From an optimization exercise on the open Yosys and OpenROAD flow, aimed at small area and a short achievable clock period; shortcuts taken in it are not production practice.
The RTL was checked by simulation tests, not by an equivalence proof against the original design.
The flow treats the clock pin as an ideal source. Dropping or thinning the clock tree relies on that and would not hold on a real chip.
No activity file was given, so power comes from the tool's default toggle rates.

$ cat design/flow/flow/quad_clk.tcl
# Rebuild the top of the clock tree TritonCTS made: the clock port drives
# four root buffers (one per quadrant of leaf buffers), and each root drives
# the leaf buffers of its quadrant directly. TritonCTS's root and branch
# buffers and its dummy balancing loads are removed. Every register still
# sees exactly two buffers (a root, then its leaf), so the tree stays
# balanced.
set block [ord::get_db_block]
set old_root [$block findInst clkbuf_0_clk]
if {$old_root eq "NULL"} { puts "quad_clk: no root buffer, tree left as is"; return }
set pnet ""
foreach it [$old_root getITerms] { if {[$it isInputSignal] && [$it getNet] ne "NULL"} { set pnet [$it getNet] } }
set leaves {}
foreach i [$block getInsts] { if {[string match clkbuf_leaf_* [$i getName]]} { lappend leaves $i } }
if {[llength $leaves] < 4} { puts "quad_clk: only [llength $leaves] leaves, tree left as is"; return }
# cells to remove: old root, the branch buffers under it, dummy loads
set doomed {}
set doomed_nets {}
proc out_net {inst} { foreach it [$inst getITerms] { if {[$it isOutputSignal] && [$it getNet] ne "NULL"} { return [$it getNet] } }; return "" }
set frontier [list $old_root]
while {[llength $frontier]} {
  set b [lindex $frontier 0]; set frontier [lrange $frontier 1 end]
  lappend doomed $b
  set n [out_net $b]
  if {$n eq ""} continue
  lappend doomed_nets $n
  foreach it [$n getITerms] {
    set i [$it getInst]
    if {$i eq $b || ![$it isInputSignal]} continue
    if {[string match clkbuf_leaf_* [$i getName]]} continue
    set m [[$i getMaster] getName]
    if {[string match *clkbuf* $m] || [string match *clkinv* $m]} { lappend frontier $i } else { error "quad_clk: unexpected sink [$i getName] on [$n getName]" }
  }
}
foreach i [$block getInsts] { if {[string match clkload* [$i getName]] && [lsearch $doomed $i] < 0} { lappend doomed $i } }
# split the leaves at the median x, then each half at its median y
proc cx {i} { set b [$i getBBox]; return [expr {([$b xMin] + [$b xMax]) / 2}] }
proc cy {i} { set b [$i getBBox]; return [expr {([$b yMin] + [$b yMax]) / 2}] }
set byx [lsort -command {apply {{a b} { expr {[cx $a] - [cx $b]} }}} $leaves]
set h [expr {[llength $byx] / 2}]
set groups {}
foreach half [list [lrange $byx 0 [expr {$h - 1}]] [lrange $byx $h end]] {
  set byy [lsort -command {apply {{a b} { expr {[cy $a] - [cy $b]} }}} $half]
  set q [expr {[llength $byy] / 2}]
  lappend groups [lrange $byy 0 [expr {$q - 1}]] [lrange $byy $q end]
}
set master [[ord::get_db] findMaster sky130_fd_sc_hd__clkbuf_16]
set k 0
foreach g $groups {
  set sx 0; set sy 0
  foreach l $g { set sx [expr {$sx + [cx $l]}]; set sy [expr {$sy + [cy $l]}] }
  set x [expr {int($sx / [llength $g])}]; set y [expr {int($sy / [llength $g])}]
  set r [odb::dbInst_create $block $master clkroot_$k]
  $r setLocation $x $y
  $r setPlacementStatus PLACED
  set n [odb::dbNet_create $block clknet_root_$k]
  $n setSigType CLOCK
  [$r findITerm A] connect $pnet
  [$r findITerm X] connect $n
  foreach l $g { [$l findITerm A] disconnect; [$l findITerm A] connect $n }
  incr k
}
foreach i $doomed { odb::dbInst_destroy $i }
foreach n $doomed_nets { odb::dbNet_destroy $n }
puts "quad_clk: [llength $leaves] leaves under 4 roots, removed [llength $doomed] cells"
detailed_placement
check_placement -verbose
$ cat design/flow/config.mk
export PLATFORM = sky130hd
export DESIGN_NAME = FIFO
export DESIGN_NICKNAME = FIFO
export VERILOG_FILES = /design/flow/design.v
export SDC_FILE = /design/flow/constraint.sdc
export NUM_CORES = 4
export LEC_CHECK = 0
export CAP_MARGIN = 20
export CORE_MARGIN = 2
export CORE_UTILIZATION = 55
export CTS_CLUSTER_DIAMETER = 100
export CTS_CLUSTER_SIZE = 30
export PLACE_DENSITY = 0.7
export SETUP_SLACK_MARGIN = 2.35
export SLEW_MARGIN = 20
export SYNTH_HIERARCHICAL = 1
export SYNTH_MINIMUM_KEEP_SIZE = 0
export TNS_END_PERCENT = 0
$ cat design/flow/constraint.sdc
create_clock -name core_clock -period 4.2 [get_ports {clk}]
set_input_delay 0.8400 -clock core_clock [delete_from_list [all_inputs] [get_ports {clk}]]
set_output_delay 0.8400 -clock core_clock [all_outputs]
set_load 0.01 [all_outputs]
$ cat design/flow/flow/run.sh
#!/bin/bash
# Standard ORFS layout with two changes:
#  - the port buffers are buf_4 cells instead of the slow delay-buffer cells
#    buffer_ports picks by default;
#  - after clock tree synthesis, flow/quad_clk.tcl rebuilds the top of the
#    clock tree: the clock port drives four root buffers, each driving the
#    leaf buffers of its quadrant (two buffers from port to every register).
set -euo pipefail
export BUFFER_PORTS_ARGS="-buffer_cell sky130_fd_sc_hd__buf_4"
export POST_CTS_TCL="$(pwd)/flow/quad_clk.tcl"
bash standard.sh > standard.log 2>&1
$ cat design/flow/standard.sh
#!/bin/bash
# synth_recipe.tcl (not shown) runs the flow's synth.tcl, then flattens the netlist and writes it again
# the make line also repeats each setting of config.mk as NAME=value (left out here)
make -C /OpenROAD-flow-scripts/flow DESIGN_CONFIG=/design/flow/config.mk WORK_HOME=/design/flow/orfs CLKGATE_MAP_FILE= SYNTH_SCRIPT=/design/flow/synth_recipe.tcl "${@:-finish}"
$ cat design/flow/design.v
module CounterParameter
#(
	parameter Maximum_Value = 9,
	parameter NBitsForCounter = CeilLog2(Maximum_Value)
)
(
	input clk,
	input reset,
	input enable,
	input SyncReset,
	output Flag,
	output[NBitsForCounter-1:0] Counting 
);
bit MaxValue_Bit;
logic [NBitsForCounter-1 : 0] Counting_logic;
	always_ff@(posedge clk or negedge reset) begin
		if (reset == 1'b0)
			Counting_logic <= {NBitsForCounter{1'b0}};
		else begin
				if(enable == 1'b1) begin
					if(SyncReset == 0)
						Counting_logic <= Counting + 1'b1;
					else
						Counting_logic <= 0;
				end
		end
	end
always_comb
	if(Counting_logic == Maximum_Value-1)
		MaxValue_Bit = 1;
	else
		MaxValue_Bit = 0;
assign Flag = MaxValue_Bit;
assign Counting = Counting_logic;
     function integer CeilLog2;
       input integer data;
       integer i,result;
       begin
          for(i=0; 2**i < data; i=i+1)
             result = i + 1;
          CeilLog2 = result;
       end
    endfunction
endmodule
module CounterParameterUpDown
#(
	parameter Maximum_Value = 9,
	parameter NBitsForCounter = CeilLog2(Maximum_Value)
)
(
	input clk,
	input reset,
	input up,
	input down,
	input SyncReset,
	output Flag,
	output[NBitsForCounter-1:0] Counting
);
bit MaxValue_Bit;
logic [NBitsForCounter-1 : 0] Counting_logic;
	always_ff@(posedge clk or negedge reset) begin
		if (reset == 1'b0)
			Counting_logic <= {NBitsForCounter{1'b0}};
		else begin
			if(SyncReset == 1'b1)
				Counting_logic <= 0;
			else if(up == 1'b1 && down == 1'b0)
				Counting_logic <= Counting_logic + 1'b1;
			else if(up == 1'b0 && down == 1'b1)
				Counting_logic <= Counting_logic - 1'b1;
		end
	end
always_comb
	if(Counting_logic == Maximum_Value-1)
		MaxValue_Bit = 1;
	else
		MaxValue_Bit = 0;
assign Flag = MaxValue_Bit;
assign Counting = Counting_logic;
     function integer CeilLog2;
       input integer data;
       integer i,result;
       begin
          for(i=0; 2**i < data; i=i+1)
             result = i + 1;
          CeilLog2 = result;
       end
    endfunction
endmodule
module simple_dual_port_ram_single_clock
#(parameter DATA_WIDTH=8, parameter ADDR_WIDTH=6)
(
	input [(DATA_WIDTH-1):0] data,
	input [(ADDR_WIDTH-1):0] read_addr, write_addr,
	input we, clk,
	output [(DATA_WIDTH-1):0] q
);
	logic [DATA_WIDTH-1:0] ram[2**ADDR_WIDTH-1:0];
	always_ff @ (posedge clk)
	begin
		if (we)
			ram[write_addr] <= data;
	end
	assign q = ram[read_addr];
endmodule
module FIFO
#(parameter WORDLENGHT = 16, Mem_lenght = 32)
(
	input [WORDLENGHT-1:0]data_input,
	input push,
	input pop,
	input clk,
	input reset,
	input synch_rst,
	output [WORDLENGHT-1:0]data_out,
	output full_out,
	output empty_out
);
localparam W = WORDLENGHT;
localparam N = Mem_lenght;          
localparam D = N - 1;               
logic [W*D-1:0] sr;
logic [W-1:0]   dout;
logic [N:0]     occ;                
logic           ne, fo;
wire e = occ[0];
wire f = occ[N];
wire inc = push & ~f;               
always_ff @(posedge clk)
	if (inc)
		sr <= {sr[W*(D-1)-1:0], data_input};
wire s_in = occ[0] | occ[1];
logic [W-1:0] nxt;
genvar b, g;
generate
	for (b = 0; b < W; b++) begin : RD
		wire [10:0] t;              
		wire [3:0]  p;              
		wire [1:0]  q;              
		for (g = 0; g < 10; g++) begin : T3
			FIFO_aoi222 A (
				.a1(occ[3*g+2]), .a2(sr[W*(3*g)+b]),
				.b1(occ[3*g+3]), .b2(sr[W*(3*g+1)+b]),
				.c1(occ[3*g+4]), .c2(sr[W*(3*g+2)+b]),
				.y(t[g])
			);
		end
		FIFO_aoi22 A10 (
			.a1(occ[32]), .a2(sr[W*30+b]),
			.b1(s_in),    .b2(data_input[b]),
			.y(t[10])
		);
		for (g = 0; g < 3; g++) begin : P
			FIFO_nand3 N (.a(t[3*g]), .b(t[3*g+1]), .c(t[3*g+2]), .y(p[g]));
		end
		FIFO_nand2 N3 (.a(t[9]), .b(t[10]), .y(p[3]));
		FIFO_nor2  R0 (.a(p[0]), .b(p[1]), .y(q[0]));
		FIFO_nor2  R1 (.a(p[2]), .b(p[3]), .y(q[1]));
		FIFO_nand2 O  (.a(q[0]), .b(q[1]), .y(nxt[b]));
	end
endgenerate
wire take = pop | e;
always_ff @(posedge clk)
	if (take)
		dout <= nxt;
wire dec = pop & ~e;                
wire up = ~synch_rst & inc & ~dec;
wire dn = ~synch_rst & dec & ~inc;
wire hd = ~synch_rst & (inc ~^ dec);
logic [N:0] occ_n;
genvar k;
generate
	for (k = 1; k < N; k++) begin : OC
		FIFO_ao222 S (
			.a1(up), .a2(occ[k-1]),
			.b1(dn), .b2(occ[k+1]),
			.c1(hd), .c2(occ[k]),
			.y(occ_n[k])
		);
	end
endgenerate
assign occ_n[0] = synch_rst | (dn & occ[1]) | (hd & occ[0]);
assign occ_n[N] = (up & occ[N-1]) | (hd & occ[N]);
always_ff @(posedge clk or negedge reset)
	if (!reset) begin
		occ <= {{N{1'b0}}, 1'b1};
		ne  <= 1'b0;
		fo  <= 1'b0;
	end else begin
		occ <= occ_n;
		ne  <= ~synch_rst & (ne | push) & ~(occ[1] & pop & ~push);
		fo  <= ~synch_rst & ((fo & ~pop) | (occ[N-1] & push & ~pop));
	end
assign data_out  = dout;
assign empty_out = ~ne;
assign full_out  = fo;
endmodule
module FIFO_aoi222 (input a1, a2, b1, b2, c1, c2, output y);
	assign y = ~((a1 & a2) | (b1 & b2) | (c1 & c2));
endmodule
module FIFO_aoi22 (input a1, a2, b1, b2, output y);
	assign y = ~((a1 & a2) | (b1 & b2));
endmodule
module FIFO_ao222 (input a1, a2, b1, b2, c1, c2, output y);
	assign y = (a1 & a2) | (b1 & b2) | (c1 & c2);
endmodule
module FIFO_nand3 (input a, b, c, output y);
	assign y = ~(a & b & c);
endmodule
module FIFO_nor2 (input a, b, output y);
	assign y = ~(a | b);
endmodule
module FIFO_nand2 (input a, b, output y);
	assign y = ~(a & b);
endmodule
==> parameters.txt, run 1 <==
Parameter                              Value

Run status
  Outcome  timing/DRC/antenna clean

Global route
  Antenna violations before repair    2
  Total global routing track utilization    a little over a fifth
  Vias in the first global route    roughly 9,500
  Overflow left after global routing    0
  Maximum number of pins on one net before global-route repair    around 170
  Wire length of the first global-routing pass    roughly 59,000 um

Yosys
  Parity-gate share of the synthesized area counting xor and xnor cells    less than 1%
  Fraction of the mapped netlist area in compound gates    11.2%
  Async SR Flop Fraction    under 10%
  Mux contribution to synthesized area    0%
  Yosys reg bits    ~550
  Dominant combinational cell family by area after synthesis    compound AO/OA/AOI/OAI gates
  Nets in the synthesized netlist    between 900 and 1,000
  Simple-gate share of the synthesized area    a little under 3%
  Yosys warning count    7
  Number of enable-type register cells in the synthesized netlist    between 500 and 600
  Share of synthesized cell area in full adder, half adder and majority cells    0%
  Avg Inst Size Synth    20.8 um2
  Post-synth cell types    18
  Primary FF master, synth    sky130_fd_sc_hd__edfxtp_1
  Synthesized instance count    917
  Post-synthesis sequential area ratio    85.2%
  Total standard cell area after synthesis    19,100 um2

Timing
  Final min period    1.88 ns
  Post-Route Skew    roughly 0.076 ns
  RSZ-0062 raised after global routing    true
  Actual slew at the worst max-slew pin    0.602 ns
  Final Setup Violations    0
  Max transition margin    around three fifths
  Fmax achieved    between 500 and 600 MHz
  Number of slew-limit violations in the final report    0
  PnR worst setup slack    between 2 and 2.5 ns
  Total negative slack    0 ns
  Final count of hold timing violations    0
  Portion of the clock cycle consumed by the worst path in the final layout    about 45%

Routing
  Remaining design rule violation count    0
  Routed Wire Length    40,600 um
  Violation count after the first detailed-route iteration    roughly 2,300
  Average detailed-routed wire length per instance    roughly 28 um
  Routed vias/inst    6.86
  Final antenna-violating net count    0
  Drt pass-1 iters    10
  Total via count in the routed design    about 10,000

Final layout
  Layout cells sized above 1    about 14%
  Antenna diode count    0
  Cell area after layout    20,900 um2
  Layout net count    just over 1,000
  Layout Area Growth over Synthesis    9.59%

Die
  Effective utilization at floorplan    between 50% and 60%
  Ports placed on the boundary    39
  Floorplan die height    around 190 um
  Overall die area    about 36,000 um2
  # rows    between 60 and 70
  Die boundary width    190 um
  Core area    34,400 um2

Worst setup path
  Cell family with most CP delay    buffers and inverters
  Reg2Reg Depth    5
  Crit path arrival time    between 1.5 and 2 ns
  Capturing element of the worst setup path    sr[110]$_DFFE_PP_
  CP cell instances    buf_4 > nand2b_4 > clkinv_16 > buf_16
  CP Depth    4
  Worst R2R Setup Slack    2.34 ns
  Category of the worst setup path capture point    flop
  Setup crit start    push
  Nature of the critical path startpoint    input pin
  CP Data Required Time    about 4.2 ns
  Maximum fanout along the worst path    93
  Reg-to-Reg End    dout[12]$_DFFE_PP_
  Launch instance of the worst register-to-register path    occ[17]$_DFF_PN0_
  Slowest stage cell, crit path    sky130_fd_sc_hd__buf_16
  Sum of buffers and inverters on the critical path    3
  Critical path class    input pin to flop
  Slowest cell delay on critical path    0.41 ns

Power
  Peak supply drop    slightly below 0.0003 V
  Static leakage    roughly 7.2 nW
  Power density cells    around 440 nW/um2

CTS
  CTS sink count    547
  Clk Latency, worst-skew pair    0.35 ns
  Clock transition at the registers of the reported paths    between 0.1 and 0.15 ns

Placed design
  Final HPWL from detailed placement    22,500 um
  Pre-CTS setup slack    between 1.5 and 2 ns
  Number of input and output port buffers inserted    38
  Post-placement cell area    roughly 20,000 um2
  Routability congestion estimate    approximately 0.75

Flow run
  Max capacitance violation total    0

Hold path
  Hold crit path type    flop to flop
## cell type report, clock buffers not listed
cell class | instances | area, um2
inverter | 33 | 150
fill | 2434 | 13500
timing repair buffer | 60 | 563
buffer | 4 | 100
timing repair inverter | 1 | 11.3
tap | 455 | 569
sequential | 547 | 16300
multi-input combinational | 337 | 2730
## per-layer routing
metal,GRT usage (%),share of wire (%),wire length (um),vias up
met3,2.85,8.8,3570,51
met4,6.83,2.8,1150,0
met2,34.2,47,19000,519
met5,0,0,0,-
met1,33.0,42,16900,5134
li1,-,-,-,4278
## registers in the layout, summed over array words and instances (netlist names)
register  cells
dout         16
occ          33
ne            1
sr          496
fo            1
## per-module statistics from Yosys (local to each module, per instance)
module	times used	flops+latches
FIFO_nand3	48	0
FIFO_nor2	32	0
FIFO_aoi22	16	0
FIFO_ao222	31	0
FIFO	1	547
FIFO_nand2	32	0
FIFO_aoi222	160	0
## report_power, final
group	leakage (nW)	switching (mW)	internal, mW	total [mW]
Clock	0.283	1.48	0.999	2.48
Sequential	5.46	0.153	6.31	6.46
Combinational	1.50	0.207	0.0870	0.294
## metrics by stage
stage / total power, mW / hold slack (ns) / utilization, % / instances
global placement: 6.83 / 0.426 / 58.4 / 1419
global route: 9.49 / 0.384 / 60.8 / 1456
floorplan: 6.67 / 0.425 / - / 917
detailed placement: 6.86 / 0.432 / 58.4 / 1419
finish: 9.24 / 0.376 / 60.8 / 1456
## cell usage in the layout, fill, tap and decap left out, types with 2 or more instances in the layout
cell	count
sky130_fd_sc_hd__nand3_1	48
sky130_fd_sc_hd__dfrtp_1	5
sky130_fd_sc_hd__nand2_1	34
sky130_fd_sc_hd__nor3_1	2
sky130_fd_sc_hd__clkbuf_16	25
sky130_fd_sc_hd__nor2_1	27
sky130_fd_sc_hd__inv_1	32
sky130_fd_sc_hd__edfxtp_1	512
sky130_fd_sc_hd__a22oi_2	16
sky130_fd_sc_hd__dfrtp_4	8
sky130_fd_sc_hd__buf_4	52
sky130_fd_sc_hd__nor2_2	8
sky130_fd_sc_hd__a21oi_1	4
sky130_fd_sc_hd__dfrtp_2	21
sky130_fd_sc_hd__buf_16	3
sky130_fd_sc_hd__a222oi_1	191
## logic make-up after synthesis
kind of cell,Yosys count
flops,547
simple gates,124
buf+inv,33
xor+xnor,1
compound gates,212
## worst min path at each step
stage	start	to	slack, ns	depth (start not counted)
floorplan	sr[96]$_DFFE_PP_	sr[112]$_DFFE_PP_	0.43	0
global placement	sr[432]$_DFFE_PP_	sr[448]$_DFFE_PP_	0.43	0
detailed placement	sr[250]$_DFFE_PP_	sr[266]$_DFFE_PP_	0.43	0
global route	sr[85]$_DFFE_PP_	sr[101]$_DFFE_PP_	0.38	0
finish	sr[85]$_DFFE_PP_	sr[101]$_DFFE_PP_	0.38	0
## Yosys cell counts, types with 3 or more instances
| library cell | count | area, um2 |
|---|---|---|
| sky130_fd_sc_hd__edfxtp_1 | 512 | 15400 |
| sky130_fd_sc_hd__a222oi_1 | 191 | 1910 |
| sky130_fd_sc_hd__nand3_1 | 48 | 240 |
| sky130_fd_sc_hd__nor2_1 | 35 | 131 |
| sky130_fd_sc_hd__dfrtp_1 | 34 | 851 |
| sky130_fd_sc_hd__nand2_1 | 34 | 128 |
| sky130_fd_sc_hd__inv_1 | 32 | 120 |
| sky130_fd_sc_hd__a22oi_2 | 16 | 200 |
| sky130_fd_sc_hd__a21oi_1 | 4 | 20.0 |
| sky130_fd_sc_hd__nor3_1 | 3 | 15.0 |
==> run 2: changes to the inputs <==
--- a/design/flow/config.mk
+++ b/design/flow/config.mk
@@ -12,7 +12,7 @@
 export CTS_CLUSTER_SIZE = 30
 export PLACE_DENSITY = 0.7
-export SETUP_SLACK_MARGIN = 2.35
+export SETUP_SLACK_MARGIN = 2.4
 export SLEW_MARGIN = 20
 export SYNTH_HIERARCHICAL = 1
 export SYNTH_MINIMUM_KEEP_SIZE = 0
-export TNS_END_PERCENT = 0
+export TNS_END_PERCENT = 10
==> run 2 against run 1 <==
  * Still clean
  * Sequential share of layout area is 0.88 points lower
  * Combinational power is 3% higher
  * Die area stayed put
  * Critical path depth is 2 higher
  * Total power hardly changed
  * Setup slack better by 0.063 ns
  * Wire length is 0.67% higher
  * Via count is 1.2% higher
  * Register-to-register slack better by 0.04 ns
  * Utilization is 0.74 points higher
  * Clock skew hardly changed
  * Synthesized area stayed put
  * Critical endpoint is now dout[14]$_DFFE_PP_
  * Largest power group unchanged
==> parameters.txt, run 2 <==
Parameter                              Value

Yosys
  Yosys warning count    7 (unchanged)
  Synthesized instance count    917 (unchanged)
  Async SR Flop Fraction    6.40% (unchanged)
  Number of enable-type register cells in the synthesized netlist    512 (unchanged)
  Yosys reg bits    547 (unchanged)
  Fraction of synthesized cell area taken by the top area cell type    80.6% (unchanged)
  Primary FF master, synth    sky130_fd_sc_hd__edfxtp_1
  Area contributors post-synth    sky130_fd_sc_hd__edfxtp_1 (81%), sky130_fd_sc_hd__a222oi_1 (10%), sky130_fd_sc_hd__dfrtp_1 (4.5%), sky130_fd_sc_hd__nand3_1 (1.3%), sky130_fd_sc_hd__a22oi_2 (1.0%)
  Total standard cell area after synthesis    19,100 um2 (unchanged)
  Most frequent cells after synthesis    sky130_fd_sc_hd__edfxtp_1 (512), sky130_fd_sc_hd__a222oi_1 (191), sky130_fd_sc_hd__nand3_1 (48), sky130_fd_sc_hd__nor2_1 (35)
  Nets in the synthesized netlist    938 (unchanged)
  Post-synthesis cell type with the largest combined area    sky130_fd_sc_hd__edfxtp_1
  Post-synth cell types    18 (unchanged)
  Avg Inst Size Synth    20.8 um2 (unchanged)
  Post-synthesis sequential area ratio    85.2% (unchanged)
  Most frequently used cell type in the post-synthesis netlist    sky130_fd_sc_hd__edfxtp_1

Worst setup path
  Slowest cell delay on critical path    0.51 ns (+0.10 ns)
  CP Data Required Time    4.29 ns (+0.10 ns)
  Cell family with most CP delay    flip-flops
  Worst R2R Setup Slack    2.38 ns (+0.04 ns)
  Slowest stage cell, crit path    sky130_fd_sc_hd__dfrtp_4
  Sum of buffers and inverters on the critical path    2 (-1)
  Nature of the critical path startpoint    flop
  Category of the worst setup path capture point    flop
  Crit path arrival time    1.91 ns (+0.03 ns)
  Critical path class    flop to flop
  Launch instance of the worst register-to-register path    occ[2]$_DFF_PN0_
  Reg-to-Reg End    dout[14]$_DFFE_PP_
  CP cell instances    buf_12 > buf_4 > a222oi_1 > nand3_1 > nor2_1 > nand2_1
  Maximum fanout along the worst path    7 (-92%)
  Reg2Reg Depth    6 (+1)

Flow run
  Max capacitance violation total    0 (unchanged)

Final layout
  Layout Area Growth over Synthesis    10.9%
  Layout cells sized above 1    16.2% (+1.8 points)
  Final-layout fill cell count    2,405 (-1.2%)
  Number of flip-flops under the largest register name    496 (unchanged)
  Most common cell after layout, fill and taps aside    sky130_fd_sc_hd__edfxtp_1
  Leading cell types in the layout, fill and taps excluded    sky130_fd_sc_hd__edfxtp_1 (512), sky130_fd_sc_hd__a222oi_1 (191), sky130_fd_sc_hd__buf_4 (52)
  Antenna diode count    0 (unchanged)
  Most flops, register    sr
  Top flop regs    sr: 496 flops, occ: 33 flops, dout: 16 flops
  Layout net count    1,038 (+1.4%)

Timing
  Portion of the clock cycle consumed by the worst path in the final layout    43.3% (-1.5 points)
  Total negative slack    0 ns (unchanged)
  Min Hold Slack    0.373 ns (-0.00294 ns)
  Post-Route Skew    0.0769 ns (+0.000423 ns)
  Final count of hold timing violations    0 (unchanged)
  RSZ-0062 raised after global routing    true
  PnR worst setup slack    2.38 ns (+0.0630 ns)
  Max transition margin    60.3% (+0.43 points)
  Number of slew-limit violations in the final report    0 (unchanged)
  Final Setup Violations    0 (unchanged)
  Fmax achieved    550 MHz (+3.5%)
  Final min period    1.82 ns (-0.0630 ns)
  Actual slew at the worst max-slew pin    0.595 ns (-0.00651 ns)

Die
  Floorplan die height    190 um (unchanged)
  Core area    34,400 um2 (unchanged)
  Overall die area    36,200 um2 (unchanged)
  Effective utilization at floorplan    55.5% (unchanged)
  # rows    68 (unchanged)
  Ports placed on the boundary    39 (unchanged)
  Die boundary width    190 um (unchanged)

Global route
  Vias in the first global route    9,671 (+1.4%)
  Wire length of the first global-routing pass    60,000 um (+1.1%)
  Met2 routing resource usage after global routing    34.6% (+0.46 points)
  Busiest layer in global routing    met2
  Antenna violations before repair    2 (unchanged)
  Met3 global-route usage    3.39% (+0.53 points)
  Maximum number of pins on one net before global-route repair    166 (+0.61%)
  Overflow left after global routing    0 (unchanged)
  Met1 Track Usage GR    33.0% (-0.044 points)
  Total global routing track utilization    22.2% (+0.26 points)

Placed design
  Final HPWL from detailed placement    22,500 um (unchanged)
  Number of input and output port buffers inserted    38 (unchanged)
  Pre-CTS setup slack    1.78 ns (unchanged)
  Routability congestion estimate    0.750 (unchanged)

Power
  Static leakage    7.35 nW (+1.5%)
  Cell-internal power    7.40 mW (about the same)
  Net switching fraction of the power    19.9% (-0.065 points)
  Power density cells    437 nW/um2 (-1.2%)
  Share of total power in sequential cells    70.0% (about the same)
  Peak supply drop    0.000294 V (-0.30%)
  Power share of the clock group    26.8% (about the same)
  Switching power    1.84 mW (-0.32%)
  Combinational group share of total power    3.3% (about the same)

Hold path
  Startpoint of the worst hold path    sr[85]$_DFFE_PP_
  End point of the worst hold path    sr[101]$_DFFE_PP_
  Hold path depth    0 (unchanged)
  Hold crit path type    flop to flop

Routing
  Final antenna-violating net count    0 (unchanged)
  Violation count after the first detailed-route iteration    2,358 (+1.1%)
  Routed vias/inst    6.87 (+0.28%)
  Drt pass-1 iters    9 (-1)
  Routed Wire Length    40,900 um (+0.67%)
  Total via count in the routed design    10,100 (+1.2%)
  Remaining design rule violation count    0 (unchanged)
  Average detailed-routed wire length per instance    27.8 um (-0.29%)

CTS
  Clock transition at the registers of the reported paths    0.11 ns (about the same)
  CTS sink count    547 (unchanged)
  Clk Latency, worst-skew pair    0.35 ns (about the same)

Run status
  Outcome  timing/DRC/antenna clean
run 2: stage by stage:
step	cells	total power [mW]	instance area (um2)	utilization, %
2_1_floorplan	917	6.67	19100	-
3_3_place_gp	1419	6.83	20100	58.4
3_5_place_dp	1419	6.86	20100	58.4
5_1_grt	1470	9.50	21200	61.5
6_report	1470	9.24	21200	61.5
run 2: power groups by stage:
stage	clock [mW]	sequential (mW)	combinational, mW
global placement	0	6.56	0.271
floorplan	0	6.53	0.132
global route	2.67	6.50	0.326
detailed placement	0	6.58	0.276
finish	2.47	6.46	0.304
run 2: logic make-up after synthesis:
group	count (synthesis)	synth area share (%)
simple gates	124	2.89
xor+xnor	1	0.0459
flops	547	85.2
compound gates	212	11.2
buf+inv	33	0.649
run 2: final cells by class, clock buffers not listed:
type / count / area, um2 / area share (%)
Sequential cell: 547 / 16300 / 77.1
Multi-Input combinational cell: 337 / 2750 / 13.0
Timing Repair Buffer: 74 / 781 / 3.69
Tap cell: 455 / 569 / 2.69
Inverter: 33 / 150 / 0.710
Buffer: 4 / 100 / 0.473
Timing Repair inverter: 1 / 11.3 / 0.0532
run 2: worst max-delay path by stage:
stage | from | endpoint | slack, ns | cells after the start
global placement | push | sr[189]$_DFFE_PP_ | 1.82 | 4
floorplan | push | sr[0]$_DFFE_PP_ | 1.79 | 2
global route | occ[17]$_DFF_PN0_ | dout[2]$_DFFE_PP_ | 2.31 | 5
detailed placement | push | sr[189]$_DFFE_PP_ | 1.78 | 4
finish | occ[2]$_DFF_PN0_ | dout[14]$_DFFE_PP_ | 2.38 | 6
run 2: per-layer routing:
metal  up-vias  wire length [um]
li1       4306                 -
met1      5182             16300
met2       558             19300
met3        60              4060
met4         0              1220
met5         -                 0
run 2: per-module statistics from Yosys, one instance, submodules excluded:
module	copies in the design	flip-flops and latches	cell area, um2	cells
FIFO_aoi22	16	0	12.5	1
FIFO	1	547	16400	567
FIFO_nand3	48	0	5.00	1
FIFO_aoi222	160	0	10.0	1
FIFO_ao222	31	0	13.8	2
FIFO_nor2	32	0	3.75	1
FIFO_nand2	32	0	3.75	1
==> run 3: changes to the inputs <==
--- a/design/flow/design.v
+++ b/design/flow/design.v
@@ -131,5 +131,8 @@
 		sr <= {sr[W*(D-1)-1:0], data_input};
 wire s_in = occ[0] | occ[1];
+wire take = pop | e;
+wire take_n = ~take;
 logic [W-1:0] nxt;
+wire  [W-1:0] h;
 genvar b, g;
 generate
@@ -155,13 +158,12 @@
 		end
 		FIFO_nand2 N3 (.a(t[9]), .b(t[10]), .y(p[3]));
-		FIFO_nor2  R0 (.a(p[0]), .b(p[1]), .y(q[0]));
-		FIFO_nor2  R1 (.a(p[2]), .b(p[3]), .y(q[1]));
-		FIFO_nand2 O  (.a(q[0]), .b(q[1]), .y(nxt[b]));
+		FIFO_o21ai R0 (.a1(p[0]), .a2(p[1]), .b1(take), .y(q[0]));
+		FIFO_o21ai R1 (.a1(p[2]), .a2(p[3]), .b1(take), .y(q[1]));
+		FIFO_nand2 H  (.a(take_n), .b(dout[b]), .y(h[b]));
+		FIFO_nand3 O  (.a(q[0]), .b(q[1]), .c(h[b]), .y(nxt[b]));
 	end
 endgenerate
-wire take = pop | e;
 always_ff @(posedge clk)
-	if (take)
-		dout <= nxt;
+	dout <= nxt;
 wire dec = pop & ~e;                
 wire up = ~synch_rst & inc & ~dec;
@@ -205,4 +207,7 @@
 	assign y = (a1 & a2) | (b1 & b2) | (c1 & c2);
 endmodule
+module FIFO_o21ai (input a1, a2, b1, output y);
+	assign y = ~((a1 | a2) & b1);
+endmodule
 module FIFO_nand3 (input a, b, c, output y);
 	assign y = ~(a & b & c);
==> run 3 against run 2 <==
  * Clock skew grew 0.0027 ns
  * Design area shrank 1.0%
  * Sequential power is essentially flat
  * Critical path type is now input pin to flop
  * Largest power group unchanged
  * Highest routed layer unchanged
  * Critical path depth shrank 1
  * Worst hold slack gained 0.019 ns
  * Via count grew 1.3%
  * Combinational power grew 7.6%
  * Flip-flop and latch count is the same
  * Global-route usage shrank 0.072 points
  * Die area shrank 0.22%
  * Clock power is essentially flat
  * Cell count grew 0.61%
==> parameters.txt, run 3 <==
Parameter                              Value

Timing
  RSZ-0062 raised after global routing    true
  Total negative slack    0 ns (unchanged)
  Final Setup Violations    0 (unchanged)
  Max transition margin    46.4% (-14 points)
  Portion of the clock cycle consumed by the worst path in the final layout    43.7% (+0.38 points)
  Fmax achieved    545 MHz (-0.88%)
  Number of slew-limit violations in the final report    0 (unchanged)
  Final count of hold timing violations    0 (unchanged)
  Post-Route Skew    0.0796 ns (+0.00269 ns)
  Final min period    1.84 ns (+0.0162 ns)
  Actual slew at the worst max-slew pin    0.804 ns (+0.208 ns)
  PnR worst setup slack    2.36 ns (-0.0162 ns)

Global route
  Antenna violations before repair    1 (-1)
  Maximum number of pins on one net before global-route repair    105 (-37%)
  Total global routing track utilization    22.2% (-0.072 points)
  Wire length of the first global-routing pass    60,000 um (about the same)
  Vias in the first global route    9,751 (+0.83%)
  Overflow left after global routing    0 (unchanged)

Yosys
  Async SR Flop Fraction    6.40% (unchanged)
  Post-synth cell types    19 (+1)
  Number of enable-type register cells in the synthesized netlist    496 (-3.1%)
  Most frequently used cell type in the post-synthesis netlist    sky130_fd_sc_hd__edfxtp_1
  Synthesized instance count    934 (+1.9%)
  Avg Inst Size Synth    20.4 um2 (-2.0%)
  Most frequent cells after synthesis    sky130_fd_sc_hd__edfxtp_1 (496), sky130_fd_sc_hd__a222oi_1 (191), sky130_fd_sc_hd__nand3_1 (64), sky130_fd_sc_hd__dfrtp_1 (34), sky130_fd_sc_hd__nand2_1 (34)
  Post-synthesis sequential area ratio    84.5% (-0.66 points)
  Total standard cell area after synthesis    19,000 um2 (-0.22%)
  Post-synthesis cell type with the largest combined area    sky130_fd_sc_hd__edfxtp_1
  Fraction of synthesized cell area taken by the top area cell type    78.3% (-2.3 points)
  Yosys reg bits    547 (unchanged)
  Nets in the synthesized netlist    955 (+1.8%)
  Primary FF master, synth    sky130_fd_sc_hd__edfxtp_1
  Yosys warning count    7 (unchanged)
  Area contributors post-synth    sky130_fd_sc_hd__edfxtp_1 (78%), sky130_fd_sc_hd__a222oi_1 (10%), sky130_fd_sc_hd__dfrtp_1 (4.5%), sky130_fd_sc_hd__dfxtp_1 (1.7%), sky130_fd_sc_hd__nand3_1 (1.7%)

Routing
  Violation count after the first detailed-route iteration    2,238 (-5.1%)
  Average detailed-routed wire length per instance    27.6 um (-0.98%)
  Remaining design rule violation count    0 (unchanged)
  Routed vias/inst    6.92 (+0.69%)
  Total via count in the routed design    10,200 (+1.3%)
  Routed Wire Length    40,800 um (-0.37%)
  Drt pass-1 iters    10 (+1)
  Final antenna-violating net count    0 (unchanged)

Die
  Overall die area    36,100 um2 (-0.22%)
  Ports placed on the boundary    39 (unchanged)
  Core area    34,300 um2 (-0.25%)
  Effective utilization at floorplan    55.5% (about the same)
  # rows    68 (unchanged)
  Die boundary width    190 um (-0.11%)
  Floorplan die height    190 um (-0.11%)

Final layout
  Layout cells sized above 1    14.6% (-1.6 points)
  Layout net count    1,047 (+0.87%)
  Final-layout fill cell count    2,399 (-0.25%)
  Top flop regs    sr: 496 flops, occ: 33 flops, dout: 16 flops
  Number of flip-flops under the largest register name    496 (unchanged)
  Total area of multi-input combinational cells    2910 um2 (+5.7%)
  Sequential cell area    16,100 um2 (-1.1%)
  Layout Area Growth over Synthesis    10.0%
  Leading cell types in the layout, fill and taps excluded    sky130_fd_sc_hd__edfxtp_1 (496), sky130_fd_sc_hd__a222oi_1 (191), sky130_fd_sc_hd__nand3_1 (64)
  Most common cell after layout, fill and taps aside    sky130_fd_sc_hd__edfxtp_1
  Antenna diode count    0 (unchanged)
  Most flops, register    sr

Power
  Power density cells    442 nW/um2 (+1.2%)
  Static leakage    7.22 nW (-1.8%)
  Total Power    9.25 mW (+0.20%)
  Peak supply drop    0.000298 V (+1.3%)

Worst setup path
  Category of the worst setup path capture point    flop
  Nature of the critical path startpoint    input pin
  Maximum fanout along the worst path    73 (+66)
  Crit path arrival time    1.86 ns (-0.05 ns)
  CP Data Required Time    4.22 ns (-0.07 ns)
  Critical path class    input pin to flop

Run status
  Outcome  timing/DRC/antenna clean

Placed design
  Pre-CTS setup slack    1.69 ns (-0.0867 ns)
  Final HPWL from detailed placement    23,700 um (+5.1%)
  Number of input and output port buffers inserted    38 (unchanged)
  Routability congestion estimate    0.773 (+3.1%)

CTS
  CTS sink count    547 (unchanged)
  Clk Latency, worst-skew pair    0.36 ns (about the same)
  Clock transition at the registers of the reported paths    0.11 ns (about the same)

Flow run
  Max capacitance violation total    0 (unchanged)

Hold path
  Hold crit path type    flop to flop
==> run 3: cell count changes after synthesis, sizes merged <==
cell	delta
nand3	+16
inv	+1
edfxtp	-16
o21ai	+32
nor2	-32
dfxtp	+16
==> run 3: metrics by stage <==
stage	cell area (um2)	utilization, %	hold WS (ns)	std cells
finish	20900	61.1	0.392	1479
global route	20900	61.1	0.390	1479
detailed placement	20100	58.5	0.433	1439
global placement	20000	58.4	0.428	1438
floorplan	19100	-	0.425	934
==> run 3: final cells by class, clock buffers not listed <==
cell class | instances | share of cell area, %
timing repair buffer | 62 | 2.74
buffer | 4 | 0.478
inverter | 34 | 0.753
multi-input combinational | 356 | 13.9
sequential | 547 | 77.0
tap | 455 | 2.72
timing repair inverter | 2 | 0.131
==> run 3: path summary, 6_finish.rpt <==
check,startpoint,to,slack (ns),depth (start not counted)
max,push,sr[482]$_DFFE_PP_,2.36,5
min,sr[122]$_DFFE_PP_,sr[138]$_DFFE_PP_,0.39,0
max reg2reg,occ[4]$_DFF_PN0_,dout[1]$_DFF_P_,2.38,4
min reg2reg,sr[122]$_DFFE_PP_,sr[138]$_DFFE_PP_,0.39,0
max in group asynchronous,reset,occ[9]$_DFF_PN0_,3.41,1
min in group asynchronous,reset,occ[31]$_DFF_PN0_,0.42,1
==> run 3: per-layer routing <==
layer  part of all wire [%]  GRT usage, %  wire (um)
met1                     41          34.2      16900
met2                     46          32.7      18700
met3                     11          4.50       4360
met4                    2.1          5.78        854
met5                      0             0          0
==> run 3: power breakdown <==
group	leakage, nW	switching [mW]	internal, mW	total [mW]
clock network	0.283	1.48	0.999	2.48
registers	5.42	0.169	6.28	6.45
logic	1.52	0.221	0.106	0.327
==> run 3: Yosys stat by module, one instance, submodules excluded <==
module	area [um2]	flip-flops and latches
FIFO_nand3	5.00	0
FIFO_aoi22	12.5	0
FIFO_ao222	13.8	0
FIFO_aoi222	10.0	0
FIFO_o21ai	5.00	0
FIFO_nand2	3.75	0
FIFO	16200	547
==> run 3: cell families after synthesis <==
group | Yosys count | synth area share [%]
flip-flops | 547 | 84.5
AO/OA/AOI/OAI | 244 | 12.1
AND/OR/NAND/NOR | 108 | 2.66
buffers and inverters | 34 | 0.671
XOR/XNOR | 1 | 0.0460
==> run 3: worst max-delay path: stages <==
cell	delay (ns)
sky130_fd_sc_hd__buf_4	0.12
sky130_fd_sc_hd__nand2b_4	0.13
sky130_fd_sc_hd__buf_12	0.17
sky130_fd_sc_hd__clkinv_16	0.12
sky130_fd_sc_hd__buf_12	0.37

separate check: timing with driven ports:
Ports are ideal in the flow. The routed layouts listed here were re-timed in OpenROAD. Step 1 assumes that a clkbuf_16 drives the clock port and a buf_2 every other input. Step 2 moves the port delays by t, midway between the first and last clock arrival at a register: inputs arrive t later, outputs are due t later. That takes back most of the time a late clock gives input paths. Slacks: ideal ports / drivers / drivers and shift; pairs: ideal ports / drivers.
run | t (ns) | setup slack, ns | worst setup path at the end | worst register clock-pin slew, ns | worst data-port slew with drivers (ns)
run 1 | 0.424 | 2.317 / 2.329 / 1.973 | input to register | 0.11 / 0.11 | 0.07
run 2 | 0.419 | 2.380 / 2.330 / 2.041 | input to register | 0.11 / 0.11 | 0.06
run 3 | 0.423 | 2.364 / 2.267 / 2.022 | input to register | 0.11 / 0.11 | 0.07
After both steps setup and hold are still met in every run listed. For run 1, which loses most, drivers alone change the setup slack by +0.012 ns; drivers and shift together by -0.344 ns.
